What follows belongs to an exercise in optimizing a design on an open flow for small area and a short achievable clock period; a production flow would make more cautious choices. The RTL was checked by simulation tests, not by an equivalence proof against the original design. Power figures rest on the tool's default switching activity, not on a simulated workload.

==> nickel: inputs <==
Design fir_filter, start of the top module:
module fir_filter
#(
    parameter NUM_ELEMENTS = 7
)
(
    input clk,
    input rst,
    input [ 7 : 0 ] weight_data,
    input [ 2 : 0 ] weight_idx,
    input weight_valid,
    output weight_ready,
    input [ 7 : 0 ] input_data,
    input input_valid,
    output input_ready,
    output [ 15 : 0 ] output_data,
    input output_ready,
    output output_valid
);
    assign weight_ready = 1;
    assign input_ready = 1;
    assign output_valid = 1;
    reg [7:0] w0;
    reg [7:0] w1;
    reg [7:0] w2;
    reg [7:0] w3;
    reg [7:0] w4;
    reg [7:0] w5;
    reg [7:0] w6;
    reg [7:0] v0;
    reg [7:0] v1;
    reg [7:0] v2;
    reg [7:0] v3;
    reg [7:0] v4;
    reg [7:0] v5;
    wire [7:0] wdr = rst ? 8'd0 : weight_data;
    wire [7:0] wn0;
    wmux m0 (.s(rst | (weight_valid && weight_idx == 3'd0)), .a(w0), .b(wdr), .y(wn0));
    wire [7:0] wn1;
    wmux m1 (.s(rst | (weight_valid && weight_idx == 3'd1)), .a(w1), .b(wdr), .y(wn1));
    wire [7:0] wn2;
    wmux m2 (.s(rst | (weight_valid && weight_idx == 3'd2)), .a(w2), .b(wdr), .y(wn2));
    wire [7:0] wn3;
    wmux m3 (.s(rst | (weight_valid && weight_idx == 3'd3)), .a(w3), .b(wdr), .y(wn3));
    wire [7:0] wn4;
    wmux m4 (.s(rst | (weight_valid && weight_idx == 3'd4)), .a(w4), .b(wdr), .y(wn4));
    wire [7:0] wn5;
    wmux m5 (.s(rst | (weight_valid && weight_idx == 3'd5)), .a(w5), .b(wdr), .y(wn5));
    wire [7:0] wn6;
    wmux m6 (.s(rst | (weight_valid && weight_idx == 3'd6)), .a(w6), .b(wdr), .y(wn6));
    always @(posedge clk) begin
        w0 <= wn0;
        w1 <= wn1;
        w2 <= wn2;
        w3 <= wn3;
        w4 <= wn4;
        w5 <= wn5;
        w6 <= wn6;
        v0 <= rst ? 8'd0 : input_data;
        v1 <= rst ? 8'd0 : v0;
        v2 <= rst ? 8'd0 : v1;
        v3 <= rst ? 8'd0 : v2;
        v4 <= rst ? 8'd0 : v3;
        v5 <= rst ? 8'd0 : v4;
    end
    wire p0_0_0 = ~(wn0[0] & input_data[0]);
    wire p0_0_1 = ~(wn0[0] & input_data[1]);
    wire p0_0_2 = ~(wn0[0] & input_data[2]);
    wire p0_0_3 = ~(wn0[0] & input_data[3]);
  ...
export LEC_CHECK = 0
export CAP_MARGIN = 20
export CORE_MARGIN = 2
export CORE_UTILIZATION = 40
export SLEW_MARGIN = 20
export SYNTH_HIERARCHICAL = 1
export SYNTH_MINIMUM_KEEP_SIZE = 0
create_clock -name core_clock -period 13.0 [get_ports {clk}]
standard.sh (not shown) runs the stock make flow with config.mk's settings and CLKGATE_MAP_FILE= SYNTH_SCRIPT=/design/flow/synth_recipe.tcl, a recipe that flattens the netlist after the stock synthesis.
==> flow/flow/run.sh <==
#!/bin/bash
# Standard layout, with stronger port buffers and timing repair aimed past the clock period.
set -euo pipefail
export BUFFER_PORTS_ARGS="-buffer_cell ${PORTBUF:-sky130_fd_sc_hd__buf_2}"
export SETUP_SLACK_MARGIN=${MARGIN:-6.5}
bash standard.sh > standard.log 2>&1
==> juniper (differences from nickel) <==
--- a/flow/design.v
+++ b/flow/design.v
@@ -532,17 +532,17 @@
     fa us19 (.a(p3_0_2), .b(p3_1_1), .c(p3_2_0), .s(s19), .co(c20));
     wire s21, c22;
     fa us21 (.a(p4_0_2), .b(p4_1_1), .c(p4_2_0), .s(s21), .co(c22));
     wire s23, c24;
     fa us23 (.a(p5_0_2), .b(p5_1_1), .c(p5_2_0), .s(s23), .co(c24));
     wire s25, c26;
     fa us25 (.a(p6_0_2), .b(p6_1_1), .c(p6_2_0), .s(s25), .co(c26));
     wire s27, c28;
-    fa1 us27 (.a(p0_0_3), .b(p0_1_2), .s(s27), .co(c28));
+    fa us27 (.a(1'b1), .b(p0_0_3), .c(p0_1_2), .s(s27), .co(c28));
     wire s29, c30;
     fa us29 (.a(p0_2_1), .b(p0_3_0), .c(p1_0_3), .s(s29), .co(c30));
     wire s31, c32;
     fa us31 (.a(p1_1_2), .b(p1_2_1), .c(p1_3_0), .s(s31), .co(c32));
     wire s33, c34;
     fa us33 (.a(p2_0_3), .b(p2_1_2), .c(p2_2_1), .s(s33), .co(c34));
     wire s35, c36;
     fa us35 (.a(p2_3_0), .b(p3_0_3), .c(p3_1_2), .s(s35), .co(c36));
@@ -550,17 +550,17 @@
     fa us37 (.a(p3_2_1), .b(p3_3_0), .c(p4_0_3), .s(s37), .co(c38));
     wire s39, c40;
     fa us39 (.a(p4_1_2), .b(p4_2_1), .c(p4_3_0), .s(s39), .co(c40));
     wire s41, c42;
     fa us41 (.a(p5_0_3), .b(p5_1_2), .c(p5_2_1), .s(s41), .co(c42));
     wire s43, c44;
     fa us43 (.a(p5_3_0), .b(p6_0_3), .c(p6_1_2), .s(s43), .co(c44));
     wire s45, c46;
-    fa1 us45 (.a(p0_0_4), .b(p0_1_3), .s(s45), .co(c46));
+    fa us45 (.a(1'b1), .b(p0_0_4), .c(p0_1_3), .s(s45), .co(c46));
     wire s47, c48;
     fa us47 (.a(p0_2_2), .b(p0_3_1), .c(p0_4_0), .s(s47), .co(c48));
     wire s49, c50;
     fa us49 (.a(p1_0_4), .b(p1_1_3), .c(p1_2_2), .s(s49), .co(c50));
     wire s51, c52;
     fa us51 (.a(p1_3_1), .b(p1_4_0), .c(p2_0_4), .s(s51), .co(c52));
     wire s53, c54;
     fa us53 (.a(p2_1_3), .b(p2_2_2), .c(p2_3_1), .s(s53), .co(c54));
@@ -574,17 +574,17 @@
     fa us61 (.a(p4_3_1), .b(p4_4_0), .c(p5_0_4), .s(s61), .co(c62));
     wire s63, c64;
     fa us63 (.a(p5_1_3), .b(p5_2_2), .c(p5_3_1), .s(s63), .co(c64));
     wire s65, c66;
     fa us65 (.a(p5_4_0), .b(p6_0_4), .c(p6_1_3), .s(s65), .co(c66));
     wire s67, c68;
     fa us67 (.a(p6_2_2), .b(p6_3_1), .c(p6_4_0), .s(s67), .co(c68));
     wire s69, c70;
-    fa1 us69 (.a(p0_0_5), .b(p0_1_4), .s(s69), .co(c70));
+    fa us69 (.a(1'b1), .b(p0_0_5), .c(p0_1_4), .s(s69), .co(c70));
     wire s71, c72;
     fa us71 (.a(p0_2_3), .b(p0_3_2), .c(p0_4_1), .s(s71), .co(c72));
     wire s73, c74;
     fa us73 (.a(p0_5_0), .b(p1_0_5), .c(p1_1_4), .s(s73), .co(c74));
     wire s75, c76;
     fa us75 (.a(p1_2_3), .b(p1_3_2), .c(p1_4_1), .s(s75), .co(c76));
     wire s77, c78;
     fa us77 (.a(p1_5_0), .b(p2_0_5), .c(p2_1_4), .s(s77), .co(c78));
@@ -602,17 +602,17 @@
     fa us89 (.a(p4_5_0), .b(p5_0_5), .c(p5_1_4), .s(s89), .co(c90));
     wire s91, c92;
     fa us91 (.a(p5_2_3), .b(p5_3_2), .c(p5_4_1), .s(s91), .co(c92));
     wire s93, c94;
     fa us93 (.a(p5_5_0), .b(p6_0_5), .c(p6_1_4), .s(s93), .co(c94));
     wire s95, c96;
     fa us95 (.a(p6_2_3), .b(p6_3_2), .c(p6_4_1), .s(s95), .co(c96));
     wire s97, c98;
-    fa1 us97 (.a(p0_0_6), .b(p0_1_5), .s(s97), .co(c98));
+    fa us97 (.a(1'b1), .b(p0_0_6), .c(p0_1_5), .s(s97), .co(c98));
     wire s99, c100;
     fa us99 (.a(p0_2_4), .b(p0_3_3), .c(p0_4_2), .s(s99), .co(c100));
     wire s101, c102;
     fa us101 (.a(p0_5_1), .b(p0_6_0), .c(p1_0_6), .s(s101), .co(c102));
     wire s103, c104;
     fa us103 (.a(p1_1_5), .b(p1_2_4), .c(p1_3_3), .s(s103), .co(c104));
     wire s105, c106;
     fa us105 (.a(p1_4_2), .b(p1_5_1), .c(p1_6_0), .s(s105), .co(c106));
@@ -634,17 +634,17 @@
     fa us121 (.a(p5_0_6), .b(p5_1_5), .c(p5_2_4), .s(s121), .co(c122));
     wire s123, c124;
     fa us123 (.a(p5_3_3), .b(p5_4_2), .c(p5_5_1), .s(s123), .co(c124));
     wire s125, c126;
     fa us125 (.a(p5_6_0), .b(p6_0_6), .c(p6_1_5), .s(s125), .co(c126));
     wire s127, c128;
     fa us127 (.a(p6_2_4), .b(p6_3_3), .c(p6_4_2), .s(s127), .co(c128));
     wire s129, c130;
-    fa1 us129 (.a(p0_0_7), .b(p0_1_6), .s(s129), .co(c130));
+    fa us129 (.a(1'b1), .b(p0_0_7), .c(p0_1_6), .s(s129), .co(c130));
     wire s131, c132;
     fa us131 (.a(p0_2_5), .b(p0_3_4), .c(p0_4_3), .s(s131), .co(c132));
     wire s133, c134;
     fa us133 (.a(p0_5_2), .b(p0_6_1), .c(p0_7_0), .s(s133), .co(c134));
     wire s135, c136;
     fa us135 (.a(p1_0_7), .b(p1_1_6), .c(p1_2_5), .s(s135), .co(c136));
     wire s137, c138;
     fa us137 (.a(p1_3_4), .b(p1_4_3), .c(p1_5_2), .s(s137), .co(c138));
@@ -672,17 +672,17 @@
     fa us159 (.a(p5_4_3), .b(p5_5_2), .c(p5_6_1), .s(s159), .co(c160));
     wire s161, c162;
     fa us161 (.a(p5_7_0), .b(p6_0_7), .c(p6_1_6), .s(s161), .co(c162));
     wire s163, c164;
     fa us163 (.a(p6_2_5), .b(p6_3_4), .c(p6_4_3), .s(s163), .co(c164));
     wire s165, c166;
     fa us165 (.a(p6_5_2), .b(p6_6_1), .c(p6_7_0), .s(s165), .co(c166));
     wire s167, c168;
-    fa1 us167 (.a(p0_1_7), .b(p0_2_6), .s(s167), .co(c168));
+    fa us167 (.a(1'b1), .b(p0_1_7), .c(p0_2_6), .s(s167), .co(c168));
     wire s169, c170;
     fa us169 (.a(p0_3_5), .b(p0_4_4), .c(p0_5_3), .s(s169), .co(c170));
     wire s171, c172;
     fa us171 (.a(p0_6_2), .b(p0_7_1), .c(p1_1_7), .s(s171), .co(c172));
     wire s173, c174;
     fa us173 (.a(p1_2_6), .b(p1_3_5), .c(p1_4_4), .s(s173), .co(c174));
     wire s175, c176;
     fa us175 (.a(p1_5_3), .b(p1_6_2), .c(p1_7_1), .s(s175), .co(c176));
@@ -732,17 +732,17 @@
     fa us219 (.a(p5_2_7), .b(p5_3_6), .c(p5_4_5), .s(s219), .co(c220));
     wire s221, c222;
     fa us221 (.a(p5_5_4), .b(p5_6_3), .c(p5_7_2), .s(s221), .co(c222));
     wire s223, c224;
     fa us223 (.a(p6_2_7), .b(p6_3_6), .c(p6_4_5), .s(s223), .co(c224));
     wire s225, c226;
     fa us225 (.a(p6_5_4), .b(p6_6_3), .c(p6_7_2), .s(s225), .co(c226));
     wire s227, c228;
-    fa1 us227 (.a(p0_3_7), .b(p0_4_6), .s(s227), .co(c228));
+    fa us227 (.a(1'b1), .b(p0_3_7), .c(p0_4_6), .s(s227), .co(c228));
     wire s229, c230;
     fa us229 (.a(p0_5_5), .b(p0_6_4), .c(p0_7_3), .s(s229), .co(c230));
     wire s231, c232;
     fa us231 (.a(p1_3_7), .b(p1_4_6), .c(p1_5_5), .s(s231), .co(c232));
     wire s233, c234;
     fa us233 (.a(p1_6_4), .b(p1_7_3), .c(p2_3_7), .s(s233), .co(c234));
     wire s235, c236;
     fa us235 (.a(p2_4_6), .b(p2_5_5), .c(p2_6_4), .s(s235), .co(c236));
@@ -756,17 +756,17 @@
     fa us243 (.a(p4_6_4), .b(p4_7_3), .c(p5_3_7), .s(s243), .co(c244));
     wire s245, c246;
     fa us245 (.a(p5_4_6), .b(p5_5_5), .c(p5_6_4), .s(s245), .co(c246));
     wire s247, c248;
     fa us247 (.a(p5_7_3), .b(p6_3_7), .c(p6_4_6), .s(s247), .co(c248));
     wire s249, c250;
     fa us249 (.a(p6_5_5), .b(p6_6_4), .c(p6_7_3), .s(s249), .co(c250));
     wire s251, c252;
-    fa1 us251 (.a(p0_4_7), .b(p0_5_6), .s(s251), .co(c252));
+    fa us251 (.a(1'b1), .b(p0_4_7), .c(p0_5_6), .s(s251), .co(c252));
     wire s253, c254;
     fa us253 (.a(p0_6_5), .b(p0_7_4), .c(p1_4_7), .s(s253), .co(c254));
     wire s255, c256;
     fa us255 (.a(p1_5_6), .b(p1_6_5), .c(p1_7_4), .s(s255), .co(c256));
     wire s257, c258;
     fa us257 (.a(p2_4_7), .b(p2_5_6), .c(p2_6_5), .s(s257), .co(c258));
     wire s259, c260;
     fa us259 (.a(p2_7_4), .b(p3_4_7), .c(p3_5_6), .s(s259), .co(c260));
@@ -1428,38 +1428,34 @@
     wire s861, c862;
     fa us861 (.a(c836), .b(s837), .c(s817), .s(s861), .co(c862));
     wire s863, c864;
     fa us863 (.a(c838), .b(s839), .c(s821), .s(s863), .co(c864));
     wire s865, c866;
     fa us865 (.a(c840), .b(s841), .c(q49), .s(s865), .co(c866));
     wire s867, c868;
     fa us867 (.a(c842), .b(s843), .c(q51), .s(s867), .co(c868));
+    wire [15:0] ra = {c866, c864, c862, c860, c858, c856, c854, c852, c850, c848, c846, s845, q3, q2, q1, q0};
+    wire [15:0] rb = {s867, s865, s863, s861, s859, s857, s855, s853, s851, s849, s847, q6, 1'b0, 1'b0, 1'b0, 1'b0};
     wire [15:0] sum;
-    cpa add (.x({s867, s865, s863, s861, s859, s857, s855, s853, s851, s849, s847, q6, c866, c864, c862, c860, c858, c856, c854, c852, c850, c848, c846, s845, q3, q2, q1, q0}), .s(sum));
+    cpa16 add (.a(ra), .b(rb), .s(sum));
     assign output_data = ~sum;
 endmodule
 module fa (input a, input b, input c, output s, output co);
     assign s = a ^ b ^ c;
     assign co = (a & b) | (a & c) | (b & c);
 endmodule
 module ha (input a, input b, output s, output co);
     assign s = a ^ b;
     assign co = a & b;
 endmodule
-module fa1 (input a, input b, output s, output co);
-    assign s = ~(a ^ b);
-    assign co = a | b;
-endmodule
 module wmux (input s, input [7:0] a, input [7:0] b, output [7:0] y);
     assign y = s ? b : a;
 endmodule
-module cpa (input [27:0] x, output [15:0] s);
-    wire [15:0] a = {x[15], x[14], x[13], x[12], x[11], x[10], x[9], x[8], x[7], x[6], x[5], x[4], x[3], x[2], x[1], x[0]};
-    wire [15:0] b = {x[27], x[26], x[25], x[24], x[23], x[22], x[21], x[20], x[19], x[18], x[17], x[16], 1'b0, 1'b0, 1'b0, 1'b0};
+module cpa16 (input [15:0] a, input [15:0] b, output [15:0] s);
     wire [15:0] p = a ^ b;
     wire [15:0] g0 = a & b, p0 = p;
     wire [15:0] g1, p1, g2, p2, g3, p3, g4, p4;
     genvar i;
     generate for (i = 0; i < 16; i = i + 1) begin : pf
         if (i % 2 == 1) begin
             assign g1[i] = g0[i] | (p0[i] & g0[i-1]);
             assign p1[i] = p0[i] & p0[i-1];
==> impl_results.md <==
- Netlist cell types: 31
- Final nets: 1,839
- Worst path max stage delay: 600 ps
- DR WL/cell: 27.0 µm
- P_clk: 528 µW
- Vias in the first global route: 11.0k
- Min Hold Slack: 565 ps
- Status: no timing/DRC/antenna violations
- Via count: 10.4k
- Pre-CTS setup slack: 5270 ps
- Post-synthesis mux area share: 5.32%
- First-pass GRT wire length: 69,700 µm
- Clock buf/inv share: 3.36%
- Metal3 WL: 6000 µm
- Share of cells above drive strength 1: 22.6%
- Top-area cell type share of the netlist area: 52.8%
- Inverters: 52
- Worst vdd ir: 0.108 mV
-- figures above: nickel

==> impl_results.md <==
- Clock buf/inv share: 3.57%
- Metal3 WL: 4290 µm
- Netlist cell types: 38
- Inverters: 26
- Via count: 10.0k
- Worst path max stage delay: 610 ps
- Final nets: 1,820
- Clk pwr share: 18.3%
- First-pass GRT wire length: 70,900 µm
- Pre-CTS setup slack: 5270 ps
- Worst vdd ir: 0.128 mV
- Status: no timing/DRC/antenna violations
- DR WL/cell: 24.7 µm
- Post-synthesis mux area share: 5.27%
- Share of cells above drive strength 1: 18.1%
- Min Hold Slack: 541 ps
-- figures above: juniper

==> static timing again, ports no longer ideal <==
No port has a modelled driver above. Below, the same layouts with a new extraction and two added sets of constraints. Step 1 assumes that a clkbuf_16 drives the clock port and a buf_2 every other input. Step 2 adds t to the input delays and takes it off the output delays; t is the mean of the earliest and latest rising clock arrival at the registers after step 1. Input paths then give back, and output paths get back, about the clock's delay inside the block. Slacks: ideal / step 1 / step 2; pairs: ideal / step 1.
| run | t, ns | setup WS [ns] | worst slew at a driven data input, ns | cell pins on the clock port's net |
|---|---|---|---|---|
| nickel | 0.491 | 6.451 / 6.483 / 5.992 | 0.05 | 1 |
| juniper | 0.495 | 6.458 / 6.493 / 5.998 | 0.05 | 1 |
After both steps every run listed still meets setup and hold. The setup slack of juniper, which loses most, moves by +0.035 ns with the drivers and by -0.460 ns with both steps.
